What follows belongs to an exercise in optimizing a design on an open flow for small area, a short achievable clock period and few clock cycles per item; a production flow would make more cautious choices. Only simulation tests tie the RTL to the original design; equivalence was not proved. Power and IR drop assume default switching activity.

## DES_Core
module DES_Core(
    input wire clk,
    input wire reset,
    input wire start_i,
    input wire [63:0] plaintext_i,
    input wire [63:0] key_i,
    output reg [63:0] ciphertext_o,
    output reg done_o
    );
For scale: ~630 cells after synthesis, ~66 flip-flops, ~200 I/O pins, ~6800 um2 of cells after synthesis.
export LEC_CHECK = 0
export CAP_MARGIN = 20
export CORE_MARGIN = 2
export CORE_UTILIZATION = 40
export CTS_BUF_LIST = sky130_fd_sc_hd__clkbuf_4 sky130_fd_sc_hd__clkbuf_8
export SLEW_MARGIN = 20
create_clock -name core_clock -period 5.0 [get_ports {clk}]
standard.sh (not shown) runs the stock make flow with config.mk's settings and CLKGATE_MAP_FILE= SYNTH_SCRIPT=/design/flow/synth_recipe.tcl, a recipe that flattens the netlist after the stock synthesis.
==> flow/flow/run.sh <==
#!/bin/bash
# The standard layout with three changes:
# - small buffers (buf_2) on the ports instead of the delay buffers
#   buffer_ports picks by default;
# - no 3-input XOR cells (two XOR2 are smaller and faster here);
# - ABC maps the XOR network once (&nf) without its restructuring rounds and
#   upsizing, leaving the sizing to the placer's timing repair.
# Make output goes to flow_make.log.
set -euo pipefail
cp -r "$FLOW_HOME/scripts" scripts_mod
printf '&get -n\n&st\n&dch\n&nf\n&put\nbuffer -c\ntopo\nstime -c\ndnsize -c\n' > scripts_mod/abc_speed.script
export BUFFER_PORTS_ARGS="-buffer_cell sky130_fd_sc_hd__buf_2"
bash standard.sh SCRIPTS_DIR="$PWD/scripts_mod" DONT_USE_CELLS="sky130_fd_sc_hd__lpflow_bleeder_1 sky130_fd_sc_hd__lpflow_clkbufkapwr_1 sky130_fd_sc_hd__lpflow_clkbufkapwr_16 sky130_fd_sc_hd__lpflow_clkbufkapwr_2 sky130_fd_sc_hd__lpflow_clkbufkapwr_4 sky130_fd_sc_hd__lpflow_clkbufkapwr_8 sky130_fd_sc_hd__lpflow_clkinvkapwr_1 sky130_fd_sc_hd__lpflow_clkinvkapwr_16 sky130_fd_sc_hd__lpflow_clkinvkapwr_2 sky130_fd_sc_hd__lpflow_clkinvkapwr_4 sky130_fd_sc_hd__lpflow_clkinvkapwr_8 sky130_fd_sc_hd__lpflow_decapkapwr_12 sky130_fd_sc_hd__lpflow_decapkapwr_3 sky130_fd_sc_hd__lpflow_decapkapwr_4 sky130_fd_sc_hd__lpflow_decapkapwr_6 sky130_fd_sc_hd__lpflow_decapkapwr_8 sky130_fd_sc_hd__lpflow_inputiso0n_1 sky130_fd_sc_hd__lpflow_inputiso0p_1 sky130_fd_sc_hd__lpflow_inputiso1n_1 sky130_fd_sc_hd__lpflow_inputiso1p_1 sky130_fd_sc_hd__lpflow_inputisolatch_1 sky130_fd_sc_hd__lpflow_isobufsrc_1 sky130_fd_sc_hd__lpflow_isobufsrc_16 sky130_fd_sc_hd__lpflow_isobufsrc_2 sky130_fd_sc_hd__lpflow_isobufsrc_4 sky130_fd_sc_hd__lpflow_isobufsrc_8 sky130_fd_sc_hd__lpflow_isobufsrckapwr_16 sky130_fd_sc_hd__lpflow_lsbuf_lh_hl_isowell_tap_1 sky130_fd_sc_hd__lpflow_lsbuf_lh_hl_isowell_tap_2 sky130_fd_sc_hd__lpflow_lsbuf_lh_hl_isowell_tap_4 sky130_fd_sc_hd__lpflow_lsbuf_lh_isowell_4 sky130_fd_sc_hd__lpflow_lsbuf_lh_isowell_tap_1 sky130_fd_sc_hd__lpflow_lsbuf_lh_isowell_tap_2 sky130_fd_sc_hd__lpflow_lsbuf_lh_isowell_tap_4 sky130_fd_sc_hd__probe_p_8 sky130_fd_sc_hd__probec_p_8  sky130_fd_sc_hd__xor3_1 sky130_fd_sc_hd__xor3_2 sky130_fd_sc_hd__xor3_4 sky130_fd_sc_hd__xnor3_1 sky130_fd_sc_hd__xnor3_2 sky130_fd_sc_hd__xnor3_4" finish > flow_make.log 2>&1
Testbench counts at the start, summed over its fixed seeds: cycles 4,808, blocks 2,400.
==> next run, changes <==
==> flow/flow/run.sh (replaced) <==
#!/bin/bash
# The standard layout, with small buffers on the ports instead of the
# delay buffers buffer_ports picks by default. Make output goes to flow_make.log.
set -euo pipefail
export BUFFER_PORTS_ARGS="-buffer_cell sky130_fd_sc_hd__buf_2"
bash standard.sh  finish > flow_make.log 2>&1
Settings changed: ABC_CLOCK_PERIOD_IN_PS from default to 1500, CTS_BUF_LIST sky130_fd_sc_hd__clkbuf_4 sky130_fd_sc_hd__clkbuf_8 to default.
Hold slack got worse by 0.0033 ns.
Maximum frequency grows by about 8%.
Combinational power grows by about 6%.
Setup slack improved by 0.22 ns.
Synthesized area climbs by about 12%.
Cell area increases by about 10%.
Clock-buffer cell count is higher by 2.
==> next run, changes <==
--- a/flow/flow/run.sh
+++ b/flow/flow/run.sh
@@ -5,2 +5,3 @@
 export BUFFER_PORTS_ARGS="-buffer_cell sky130_fd_sc_hd__buf_2"
-bash standard.sh  finish > flow_make.log 2>&1
+export POST_GLOBAL_PLACE_TCL="$PWD/flow/outbuf.tcl"
+bash standard.sh DONT_USE_CELLS="sky130_fd_sc_hd__lpflow_bleeder_1 sky130_fd_sc_hd__lpflow_clkbufkapwr_1 sky130_fd_sc_hd__lpflow_clkbufkapwr_16 sky130_fd_sc_hd__lpflow_clkbufkapwr_2 sky130_fd_sc_hd__lpflow_clkbufkapwr_4 sky130_fd_sc_hd__lpflow_clkbufkapwr_8 sky130_fd_sc_hd__lpflow_clkinvkapwr_1 sky130_fd_sc_hd__lpflow_clkinvkapwr_16 sky130_fd_sc_hd__lpflow_clkinvkapwr_2 sky130_fd_sc_hd__lpflow_clkinvkapwr_4 sky130_fd_sc_hd__lpflow_clkinvkapwr_8 sky130_fd_sc_hd__lpflow_decapkapwr_12 sky130_fd_sc_hd__lpflow_decapkapwr_3 sky130_fd_sc_hd__lpflow_decapkapwr_4 sky130_fd_sc_hd__lpflow_decapkapwr_6 sky130_fd_sc_hd__lpflow_decapkapwr_8 sky130_fd_sc_hd__lpflow_inputiso0n_1 sky130_fd_sc_hd__lpflow_inputiso0p_1 sky130_fd_sc_hd__lpflow_inputiso1n_1 sky130_fd_sc_hd__lpflow_inputiso1p_1 sky130_fd_sc_hd__lpflow_inputisolatch_1 sky130_fd_sc_hd__lpflow_isobufsrc_1 sky130_fd_sc_hd__lpflow_isobufsrc_16 sky130_fd_sc_hd__lpflow_isobufsrc_2 sky130_fd_sc_hd__lpflow_isobufsrc_4 sky130_fd_sc_hd__lpflow_isobufsrc_8 sky130_fd_sc_hd__lpflow_isobufsrckapwr_16 sky130_fd_sc_hd__lpflow_lsbuf_lh_hl_isowell_tap_1 sky130_fd_sc_hd__lpflow_lsbuf_lh_hl_isowell_tap_2 sky130_fd_sc_hd__lpflow_lsbuf_lh_hl_isowell_tap_4 sky130_fd_sc_hd__lpflow_lsbuf_lh_isowell_4 sky130_fd_sc_hd__lpflow_lsbuf_lh_isowell_tap_1 sky130_fd_sc_hd__lpflow_lsbuf_lh_isowell_tap_2 sky130_fd_sc_hd__lpflow_lsbuf_lh_isowell_tap_4 sky130_fd_sc_hd__probe_p_8 sky130_fd_sc_hd__probec_p_8  sky130_fd_sc_hd__xor3_1 sky130_fd_sc_hd__xor3_2 sky130_fd_sc_hd__xor3_4 sky130_fd_sc_hd__xnor3_1 sky130_fd_sc_hd__xnor3_2 sky130_fd_sc_hd__xnor3_4" finish > flow_make.log 2>&1
==> flow/flow/outbuf.tcl (new file) <==
# Output ports drive only the 0.01 pF pin load: a buf_1 is enough there.
set n 0
foreach bterm [[ord::get_db_block] getBTerms] {
  if {[$bterm getIoType] != "OUTPUT"} { continue }
  set net [$bterm getNet]
  if {$net == "NULL"} { continue }
  foreach iterm [$net getITerms] {
    if {[$iterm isOutputSignal]} {
      set inst [$iterm getInst]
      if {[[$inst getMaster] getName] == "sky130_fd_sc_hd__buf_2"} {
        replace_cell [$inst getName] sky130_fd_sc_hd__buf_1
        incr n
      }
    }
  }
}
puts "outbuf.tcl: $n output buffers set to buf_1"
Settings changed: ABC_CLOCK_PERIOD_IN_PS 1500 to default, CTS_BUF_LIST from default to sky130_fd_sc_hd__clkbuf_4 sky130_fd_sc_hd__clkbuf_8, SETUP_SLACK_MARGIN from default to 2.65.
=>
- final area goes down by 5.1%
- non-clock buffer count goes up by 3
- wire length goes down by 7.2%
- power goes down by 8.8%
- sequential power hardly moves
- final cell count goes up by 6.0%
- global-route usage goes down by 0.82 points
- first-iteration DRC count goes down by 29%


## v43
Starting RTL as in the previous note.
## DES_Core
module DES_Core(
    input wire clk,
    input wire reset,
    input wire start_i,
    input wire [63:0] plaintext_i,
    input wire [63:0] key_i,
    output reg [63:0] ciphertext_o,
    output reg done_o
    );
clock: 5.0 ns
lec_check: 0
cap_margin: 20
core_margin: 2
core_utilization: 40
slew_margin: 20
run.sh (not shown) runs the stock make flow with config.mk's settings and CLKGATE_MAP_FILE= SYNTH_SCRIPT=/design/flow/synth_recipe.tcl, a recipe that flattens the netlist after the stock synthesis.
Stock flow here: none of the scripts above is used.
v43: flow completed, timing, DRC and antenna clean
Testbench counts of v43, summed over its fixed seeds: cycles 4,808, blocks 2,400.
> inputs changed (v43 -> v57)
- an added CTS_BUF_LIST of sky130_fd_sc_hd__clkbuf_4 sky130_fd_sc_hd__clkbuf_8
- an added SETUP_SLACK_MARGIN of 2.5
==> flow/flow/run.sh (new file) <==
#!/bin/bash
# The standard layout with three changes:
# - small buffers (buf_2) on the ports instead of the delay buffers
#   buffer_ports picks by default;
# - no 3-input XOR cells (two XOR2 are smaller and faster here);
# - ABC maps the XOR network once (&nf) without its restructuring rounds and
#   upsizing, leaving the sizing to the placer's timing repair.
# Make output goes to flow_make.log.
set -euo pipefail
cp -r "$FLOW_HOME/scripts" scripts_mod
printf '&get -n\n&st\n&dch\n&nf\n&put\nbuffer -c\ntopo\nstime -c\ndnsize -c\n' > scripts_mod/abc_speed.script
export BUFFER_PORTS_ARGS="-buffer_cell sky130_fd_sc_hd__buf_2"
bash standard.sh SCRIPTS_DIR="$PWD/scripts_mod" DONT_USE_CELLS="sky130_fd_sc_hd__lpflow_bleeder_1 sky130_fd_sc_hd__lpflow_clkbufkapwr_1 sky130_fd_sc_hd__lpflow_clkbufkapwr_16 sky130_fd_sc_hd__lpflow_clkbufkapwr_2 sky130_fd_sc_hd__lpflow_clkbufkapwr_4 sky130_fd_sc_hd__lpflow_clkbufkapwr_8 sky130_fd_sc_hd__lpflow_clkinvkapwr_1 sky130_fd_sc_hd__lpflow_clkinvkapwr_16 sky130_fd_sc_hd__lpflow_clkinvkapwr_2 sky130_fd_sc_hd__lpflow_clkinvkapwr_4 sky130_fd_sc_hd__lpflow_clkinvkapwr_8 sky130_fd_sc_hd__lpflow_decapkapwr_12 sky130_fd_sc_hd__lpflow_decapkapwr_3 sky130_fd_sc_hd__lpflow_decapkapwr_4 sky130_fd_sc_hd__lpflow_decapkapwr_6 sky130_fd_sc_hd__lpflow_decapkapwr_8 sky130_fd_sc_hd__lpflow_inputiso0n_1 sky130_fd_sc_hd__lpflow_inputiso0p_1 sky130_fd_sc_hd__lpflow_inputiso1n_1 sky130_fd_sc_hd__lpflow_inputiso1p_1 sky130_fd_sc_hd__lpflow_inputisolatch_1 sky130_fd_sc_hd__lpflow_isobufsrc_1 sky130_fd_sc_hd__lpflow_isobufsrc_16 sky130_fd_sc_hd__lpflow_isobufsrc_2 sky130_fd_sc_hd__lpflow_isobufsrc_4 sky130_fd_sc_hd__lpflow_isobufsrc_8 sky130_fd_sc_hd__lpflow_isobufsrckapwr_16 sky130_fd_sc_hd__lpflow_lsbuf_lh_hl_isowell_tap_1 sky130_fd_sc_hd__lpflow_lsbuf_lh_hl_isowell_tap_2 sky130_fd_sc_hd__lpflow_lsbuf_lh_hl_isowell_tap_4 sky130_fd_sc_hd__lpflow_lsbuf_lh_isowell_4 sky130_fd_sc_hd__lpflow_lsbuf_lh_isowell_tap_1 sky130_fd_sc_hd__lpflow_lsbuf_lh_isowell_tap_2 sky130_fd_sc_hd__lpflow_lsbuf_lh_isowell_tap_4 sky130_fd_sc_hd__probe_p_8 sky130_fd_sc_hd__probec_p_8  sky130_fd_sc_hd__xor3_1 sky130_fd_sc_hd__xor3_2 sky130_fd_sc_hd__xor3_4 sky130_fd_sc_hd__xnor3_1 sky130_fd_sc_hd__xnor3_2 sky130_fd_sc_hd__xnor3_4" finish > flow_make.log 2>&1
==> flow/standard.sh (new file) <==
#!/bin/bash
# synth_recipe.tcl (not shown) runs the flow's synth.tcl, then flattens the netlist and writes it again
# the make line also repeats each setting of config.mk as NAME=value (left out here)
make -C /OpenROAD-flow-scripts/flow DESIGN_CONFIG=/design/flow/config.mk WORK_HOME=/design/flow/orfs CLKGATE_MAP_FILE= SYNTH_SCRIPT=/design/flow/synth_recipe.tcl "${@:-finish}"
removed: flow/run.sh
Findings:
Looking at timing startpoint of the critical path, the key_i[17] result is from v43; the key_i[58] one comes from v57. No stage failed in v57, and the final checks on the layout all came back clean. Of v43 and v57, v43 shows the higher routed wire length, with v57 below it. Changes observed in v57 relative to v43: clock power decreased 31%, setup slack increased 0.72 ns. v57: final cell count is about 4.6% higher than what v43 reported. Per the comparison of v57 with v43, number of port buffers held steady; cell area after technology mapping now sits lower; aggregate global-route resource usage ~0 delta; width of the chip went down by about 5.6%; worst slack on hold paths shows an increase of 0.0066 ns.
Changes in v40 relative to v57:
- a deleted SETUP_SLACK_MARGIN that had been 2.5
- a deleted CTS_BUF_LIST that had been sky130_fd_sc_hd__clkbuf_4 sky130_fd_sc_hd__clkbuf_8
==> flow/flow/run.sh <==
#!/bin/bash
# The standard layout, with small buffers on the ports instead of the
# delay buffers buffer_ports picks by default. Make output goes to flow_make.log.
set -euo pipefail
export BUFFER_PORTS_ARGS="-buffer_cell sky130_fd_sc_hd__buf_2"
bash standard.sh finish > flow_make.log 2>&1
[summary]
v40 reached the final stage; the timing, design-rule and antenna checks on its layout passed.
In the flow results for v57 and v40, the maximum clock frequency is smaller on v40.
In v40, sequential share of layout area is lower than in v57.
Compared v40 vs v57, and count of distinct cell types in the synthesized netlist is up in v40.
Compared with v57, v40 is the more power-hungry design.
NOTE: final clock period utilization by the worst path in v40 exceeds that of v57
| count of clock-buffer cells in the layout | higher: v40 |
Sort v57 and v40 by post-layout instance area, ascending, and v57 comes first.
Summary of v40 over v57: synthesis-to-finish area growth went down 6.3 points; die area went up 12%; worst hold slack shows no meaningful change.


Starting RTL as in the previous note.
export LEC_CHECK = 0
export CAP_MARGIN = 20
export CORE_MARGIN = 2
export CORE_UTILIZATION = 40
export CTS_BUF_LIST = sky130_fd_sc_hd__clkbuf_4 sky130_fd_sc_hd__clkbuf_8
export GPL_ROUTABILITY_DRIVEN = 0
export PLACE_DENSITY = 0.7
export SETUP_SLACK_MARGIN = 2.65
export SLEW_MARGIN = 20
create_clock -name core_clock -period 5.0 [get_ports {clk}]
standard.sh (not shown) runs the stock make flow with config.mk's settings and CLKGATE_MAP_FILE= SYNTH_SCRIPT=/design/flow/synth_recipe.tcl, a recipe that flattens the netlist after the stock synthesis.
==> flow/flow/run.sh <==
#!/bin/bash
# The standard layout, with small buffers on the ports instead of the
# delay buffers buffer_ports picks by default. Make output goes to flow_make.log.
set -euo pipefail
export BUFFER_PORTS_ARGS="-buffer_cell sky130_fd_sc_hd__buf_2"
export POST_GLOBAL_PLACE_TCL="$PWD/flow/outbuf.tcl"
bash standard.sh DONT_USE_CELLS="sky130_fd_sc_hd__lpflow_bleeder_1 sky130_fd_sc_hd__lpflow_clkbufkapwr_1 sky130_fd_sc_hd__lpflow_clkbufkapwr_16 sky130_fd_sc_hd__lpflow_clkbufkapwr_2 sky130_fd_sc_hd__lpflow_clkbufkapwr_4 sky130_fd_sc_hd__lpflow_clkbufkapwr_8 sky130_fd_sc_hd__lpflow_clkinvkapwr_1 sky130_fd_sc_hd__lpflow_clkinvkapwr_16 sky130_fd_sc_hd__lpflow_clkinvkapwr_2 sky130_fd_sc_hd__lpflow_clkinvkapwr_4 sky130_fd_sc_hd__lpflow_clkinvkapwr_8 sky130_fd_sc_hd__lpflow_decapkapwr_12 sky130_fd_sc_hd__lpflow_decapkapwr_3 sky130_fd_sc_hd__lpflow_decapkapwr_4 sky130_fd_sc_hd__lpflow_decapkapwr_6 sky130_fd_sc_hd__lpflow_decapkapwr_8 sky130_fd_sc_hd__lpflow_inputiso0n_1 sky130_fd_sc_hd__lpflow_inputiso0p_1 sky130_fd_sc_hd__lpflow_inputiso1n_1 sky130_fd_sc_hd__lpflow_inputiso1p_1 sky130_fd_sc_hd__lpflow_inputisolatch_1 sky130_fd_sc_hd__lpflow_isobufsrc_1 sky130_fd_sc_hd__lpflow_isobufsrc_16 sky130_fd_sc_hd__lpflow_isobufsrc_2 sky130_fd_sc_hd__lpflow_isobufsrc_4 sky130_fd_sc_hd__lpflow_isobufsrc_8 sky130_fd_sc_hd__lpflow_isobufsrckapwr_16 sky130_fd_sc_hd__lpflow_lsbuf_lh_hl_isowell_tap_1 sky130_fd_sc_hd__lpflow_lsbuf_lh_hl_isowell_tap_2 sky130_fd_sc_hd__lpflow_lsbuf_lh_hl_isowell_tap_4 sky130_fd_sc_hd__lpflow_lsbuf_lh_isowell_4 sky130_fd_sc_hd__lpflow_lsbuf_lh_isowell_tap_1 sky130_fd_sc_hd__lpflow_lsbuf_lh_isowell_tap_2 sky130_fd_sc_hd__lpflow_lsbuf_lh_isowell_tap_4 sky130_fd_sc_hd__probe_p_8 sky130_fd_sc_hd__probec_p_8  sky130_fd_sc_hd__xor3_1 sky130_fd_sc_hd__xor3_2 sky130_fd_sc_hd__xor3_4 sky130_fd_sc_hd__xnor3_1 sky130_fd_sc_hd__xnor3_2 sky130_fd_sc_hd__xnor3_4" finish > flow_make.log 2>&1
==> flow/flow/outbuf.tcl <==
# Output ports drive only the 0.01 pF pin load: a buf_1 is enough there.
set n 0
foreach bterm [[ord::get_db_block] getBTerms] {
  if {[$bterm getIoType] != "OUTPUT"} { continue }
  set net [$bterm getNet]
  if {$net == "NULL"} { continue }
  foreach iterm [$net getITerms] {
    if {[$iterm isOutputSignal]} {
      set inst [$iterm getInst]
      if {[[$inst getMaster] getName] == "sky130_fd_sc_hd__buf_2"} {
        replace_cell [$inst getName] sky130_fd_sc_hd__buf_1
        incr n
      }
    }
  }
}
puts "outbuf.tcl: $n output buffers set to buf_1"
Testbench counts at the start, summed over its fixed seeds: cycles 4,808, blocks 2,400.
Then changed:
--- a/flow/flow/run.sh
+++ b/flow/flow/run.sh
@@ -4,4 +4,3 @@
 set -euo pipefail
 export BUFFER_PORTS_ARGS="-buffer_cell sky130_fd_sc_hd__buf_2"
-export POST_GLOBAL_PLACE_TCL="$PWD/flow/outbuf.tcl"
 bash standard.sh DONT_USE_CELLS="sky130_fd_sc_hd__lpflow_bleeder_1 sky130_fd_sc_hd__lpflow_clkbufkapwr_1 sky130_fd_sc_hd__lpflow_clkbufkapwr_16 sky130_fd_sc_hd__lpflow_clkbufkapwr_2 sky130_fd_sc_hd__lpflow_clkbufkapwr_4 sky130_fd_sc_hd__lpflow_clkbufkapwr_8 sky130_fd_sc_hd__lpflow_clkinvkapwr_1 sky130_fd_sc_hd__lpflow_clkinvkapwr_16 sky130_fd_sc_hd__lpflow_clkinvkapwr_2 sky130_fd_sc_hd__lpflow_clkinvkapwr_4 sky130_fd_sc_hd__lpflow_clkinvkapwr_8 sky130_fd_sc_hd__lpflow_decapkapwr_12 sky130_fd_sc_hd__lpflow_decapkapwr_3 sky130_fd_sc_hd__lpflow_decapkapwr_4 sky130_fd_sc_hd__lpflow_decapkapwr_6 sky130_fd_sc_hd__lpflow_decapkapwr_8 sky130_fd_sc_hd__lpflow_inputiso0n_1 sky130_fd_sc_hd__lpflow_inputiso0p_1 sky130_fd_sc_hd__lpflow_inputiso1n_1 sky130_fd_sc_hd__lpflow_inputiso1p_1 sky130_fd_sc_hd__lpflow_inputisolatch_1 sky130_fd_sc_hd__lpflow_isobufsrc_1 sky130_fd_sc_hd__lpflow_isobufsrc_16 sky130_fd_sc_hd__lpflow_isobufsrc_2 sky130_fd_sc_hd__lpflow_isobufsrc_4 sky130_fd_sc_hd__lpflow_isobufsrc_8 sky130_fd_sc_hd__lpflow_isobufsrckapwr_16 sky130_fd_sc_hd__lpflow_lsbuf_lh_hl_isowell_tap_1 sky130_fd_sc_hd__lpflow_lsbuf_lh_hl_isowell_tap_2 sky130_fd_sc_hd__lpflow_lsbuf_lh_hl_isowell_tap_4 sky130_fd_sc_hd__lpflow_lsbuf_lh_isowell_4 sky130_fd_sc_hd__lpflow_lsbuf_lh_isowell_tap_1 sky130_fd_sc_hd__lpflow_lsbuf_lh_isowell_tap_2 sky130_fd_sc_hd__lpflow_lsbuf_lh_isowell_tap_4 sky130_fd_sc_hd__probe_p_8 sky130_fd_sc_hd__probec_p_8  sky130_fd_sc_hd__xor3_1 sky130_fd_sc_hd__xor3_2 sky130_fd_sc_hd__xor3_4 sky130_fd_sc_hd__xnor3_1 sky130_fd_sc_hd__xnor3_2 sky130_fd_sc_hd__xnor3_4" finish > flow_make.log 2>&1
--- a/flow/config.mk
+++ b/flow/config.mk
@@ -9,7 +9,4 @@
 export CORE_MARGIN = 2
 export CORE_UTILIZATION = 40
-export CTS_BUF_LIST = sky130_fd_sc_hd__clkbuf_4 sky130_fd_sc_hd__clkbuf_8
-export GPL_ROUTABILITY_DRIVEN = 0
-export PLACE_DENSITY = 0.7
-export SETUP_SLACK_MARGIN = 2.65
+export SETUP_SLACK_MARGIN = 2.9
 export SLEW_MARGIN = 20
removed: flow/flow/outbuf.tcl
Count of clock-buffer cells in the layout came out lower by 1.
Hold slack improved by 0.0063 ns.
Power came out higher by 25%.
Via count came out higher by about 8%.
Clock skew barely changes.
Core utilization came out higher by 14 points.
First-iteration DRC count came out higher by 8.2%.

[what the ideal ports hide]
The results above use ideal ports. As a check the final layouts listed here were re-extracted and re-timed, cells and wires unchanged. Step 1 (the two cells are an assumption about what drives the block):
set clk [get_ports {clk}]
set_driving_cell -lib_cell sky130_fd_sc_hd__clkbuf_16 $clk
set_driving_cell -lib_cell sky130_fd_sc_hd__buf_2 [delete_from_list [all_inputs] $clk]
Step 2 also shifts input and output timing later by t, the mid clock arrival at the registers, as if the neighbouring blocks saw the same clock. Three values: no drivers, after step 1, after step 2; two values: the first two.
| run | shift t [ns] | slack for setup (ns) | hold WS [ns] | cell pins on the clock port's net |
|---|---|---|---|---|
| the first run of note 1 | 0.401 | 2.137 / 2.149 / 1.748 | 0.354 / 0.354 / 0.354 | 1 |
| the second run of note 1 | 0.387 | 2.353 / 2.376 / 1.990 | 0.350 / 0.350 / 0.350 | 1 |
| the third run of note 1 | 0.390 | 2.676 / 2.693 / 2.303 | 0.348 / 0.348 / 0.348 | 1 |
| v43 | 0.382 | 1.816 / 1.833 / 1.452 | 0.346 / 0.346 / 0.346 | 1 |
| v57 | 0.384 | 2.535 / 2.538 / 2.154 | 0.353 / 0.353 / 0.353 | 1 |
| v40 | 0.387 | 2.353 / 2.376 / 1.990 | 0.350 / 0.350 / 0.350 | 1 |
| the first run of note 3 | 0.393 | 2.669 / 2.684 / 2.291 | 0.349 / 0.349 / 0.349 | 1 |
| the second run of note 3 | 0.380 | 2.868 / 2.889 / 2.510 | 0.355 / 0.355 / 0.355 | 1 |
After both steps every run listed still meets setup and hold. The setup slack of the first run of note 1, which loses most, moves by +0.012 ns with the drivers and by -0.389 ns with both steps.
